Background: an optimization exercise with open tools, aiming at small area and a short achievable clock period. Do not read the settings as production practice.
The RTL was checked by simulation tests, not by an equivalence proof against the original design.
Power and IR drop assume default switching activity.

==> 02-23 <==
Design ChecksumRTL_noparam, start of the top module:
module ChecksumRTL_noparam
(
  input  logic [0:0] clk ,
  input  logic [0:0] reset ,
  input  logic [0:0] recv__en  ,
  input  logic [127:0] recv__msg  ,
  output logic [0:0] recv__rdy  ,
  output logic [0:0] send__en  ,
  output logic [31:0] send__msg  ,
  input  logic [0:0] send__rdy
);
==> flow/config.mk <==
export PLATFORM = sky130hd
export DESIGN_NAME = ChecksumRTL_noparam
export DESIGN_NICKNAME = ChecksumRTL_noparam
export VERILOG_FILES = /design/flow/design.v
export SDC_FILE = /design/flow/constraint.sdc
export NUM_CORES = 4
export LEC_CHECK = 0
export CAP_MARGIN = 20
export CORE_MARGIN = 2
export CORE_UTILIZATION = 40
export CTS_BUF_LIST = sky130_fd_sc_hd__clkbuf_4
export SLEW_MARGIN = 20
export SYNTH_HIERARCHICAL = 1
==> flow/constraint.sdc <==
create_clock -name core_clock -period 16.0 [get_ports {clk}]
set_input_delay 3.2000 -clock core_clock [delete_from_list [all_inputs] [get_ports {clk}]]
set_output_delay 3.2000 -clock core_clock [all_outputs]
set_load 0.01 [all_outputs]
run.sh (not shown) runs the stock make flow with config.mk's settings and CLKGATE_MAP_FILE= SYNTH_SCRIPT=/design/flow/synth_recipe.tcl, a recipe that flattens the netlist after the stock synthesis.
==> 12-16: changes against 02-23 <==
--- a/flow/config.mk
+++ b/flow/config.mk
@@ -7,7 +7,7 @@
 export LEC_CHECK = 0
 export CAP_MARGIN = 20
 export CORE_MARGIN = 2
-export CORE_UTILIZATION = 40
+export CORE_UTILIZATION = 75
 export CTS_BUF_LIST = sky130_fd_sc_hd__clkbuf_4
 export SLEW_MARGIN = 20
 export SYNTH_HIERARCHICAL = 1
==> 09-27: changes against 02-23 <==
--- a/flow/config.mk
+++ b/flow/config.mk
@@ -7,7 +7,7 @@
 export LEC_CHECK = 0
 export CAP_MARGIN = 20
 export CORE_MARGIN = 2
-export CORE_UTILIZATION = 40
+export CORE_UTILIZATION = 60
 export CTS_BUF_LIST = sky130_fd_sc_hd__clkbuf_4
 export SLEW_MARGIN = 20
 export SYNTH_HIERARCHICAL = 1
==> comparison <==
- 12-16 failed in 3_3_place_gp, error GPL-0301. 09-27 ran to the end with no violations. 02-23 went through all stages and came out clean.
- Utilization: 09-27 is higher than 02-23 (28 points).
- Sequential share of layout area: 02-23 is lower than 09-27 (0.10 points).
- Synthesized cell count is the same in 12-16 and 02-23.
- In clock skew, 09-27 and 02-23 do not differ.
- Against 09-27, the die area of 02-23 is higher by 48%.
- Of 09-27 and 02-23, 02-23 has the higher maximum frequency (gap 0.25%, measured against 02-23).
- In flip-flop and latch count, 09-27 and 02-23 do not differ.
==> figures <==
| quantity | 09-27 | 02-23 | 12-16 |
|---|---|---|---|
| Run status | finished clean | finished clean | did not finish |
| Stage where the flow stopped | - | - | 3_3_place_gp |
| Sw frac | 44.8% | 44.5% | - |
| Setup crit start | send__rdy[0] | send__rdy[0] | - |
| Met3 layer wire length in the routed design | 713 um | 600 um | - |
| Min-delay src | full | full | - |
| Crit start category | primary input | primary input | - |
| Reg2reg setup slack | 15.29 ns | 15.30 ns | - |
| Final non-filler cell area | 0.00800 mm2 | 0.00807 mm2 | - |
| Final critical delay including setup and external delays | 7.57 ns | 7.55 ns | - |
| Power per Cell Area | 228 mW/mm2 | 224 mW/mm2 | - |
| Residual antenna-violating net count after detailed routing | 0 | 0 | - |
| Worst slack, placed | 8.12 ns | 8.12 ns | - |
| Clock tree skew after final layout | 0 ns | 0 ns | - |
| Worst R2R End | full | full | - |
| Total of plain and repair buffers excluding clock buffers | 166 | 166 | - |
| Critical path class | in -> out | in -> out | - |


==> tundra: inputs <==
ChecksumRTL_noparam, a different RTL version from the one above (not shown whole).
make LEC_CHECK=0 CAP_MARGIN=20 CORE_MARGIN=2 CORE_UTILIZATION=40 CTS_BUF_LIST=sky130_fd_sc_hd__clkbuf_4 SLEW_MARGIN=20 SYNTH_HIERARCHICAL=1 finish   # period 16.0 ns
==> pepper: changes against tundra <==
Settings changed: ABC_AREA set to 1.
==> yarrow: changes against tundra <==
Settings changed: CTS_BUF_LIST sky130_fd_sc_hd__clkbuf_4 to sky130_fd_sc_hd__clkbuf_8, CTS_CLUSTER_DIAMETER set to 200, CTS_CLUSTER_SIZE set to 40.
==> willow: changes against tundra <==
Settings changed: CTS_BUF_LIST sky130_fd_sc_hd__clkbuf_4 to not set.
==> run summary <==
| item | tundra | yarrow | willow | pepper |
|---|---|---|---|---|
| Standard-cell row count | 45 | 45 | 45 | 47 |
| Sum of routed wire segments on met1 | 5650 um | 5670 um | 5650 um | 6950 um |
| Depth of the worst register-to-register path | 3 | 3 | 3 | 2 |
| Transition time at the pin with the least slew margin | 0.417 ns | 0.416 ns | 0.417 ns | 0.475 ns |
| Synthesized instance count | 434 | 434 | 434 | 587 |
| Placeable core area | 15300 um2 | 15300 um2 | 15300 um2 | 16500 um2 |
| Met3 wire length | 679 um | 664 um | 679 um | 532 um |
| Count of inverters other than clock inverters in the layout | 54 | 54 | 54 | 112 |
| Count of different cell masters after synthesis | 37 | 37 | 37 | 24 |
| Status | finished clean | finished clean | finished clean | finished clean |
| Cell Pwr Density | 241 nW/um2 | 242 nW/um2 | 244 nW/um2 | 223 nW/um2 |
| Buffer cell driving the clock tree root | clkbuf_4 | clkbuf_8 | clkbuf_16 | clkbuf_4 |
| Number of combinational gates with multiple inputs | 347 | 347 | 347 | 442 |
| Non-clock buffer contribution to total cell area | 20.1% | 20.1% | 19.9% | 19.1% |
| Fraction of area in multi-input gates | 61.6% | 61.3% | 60.9% | 61.0% |
| Post-CTS clock slew at the launch and capture registers of the worst setup and hold paths | 0.10 ns | 0.07 ns | 0.05 ns | 0.10 ns |
| Overall die height | 129 um | 129 um | 129 um | 134 um |
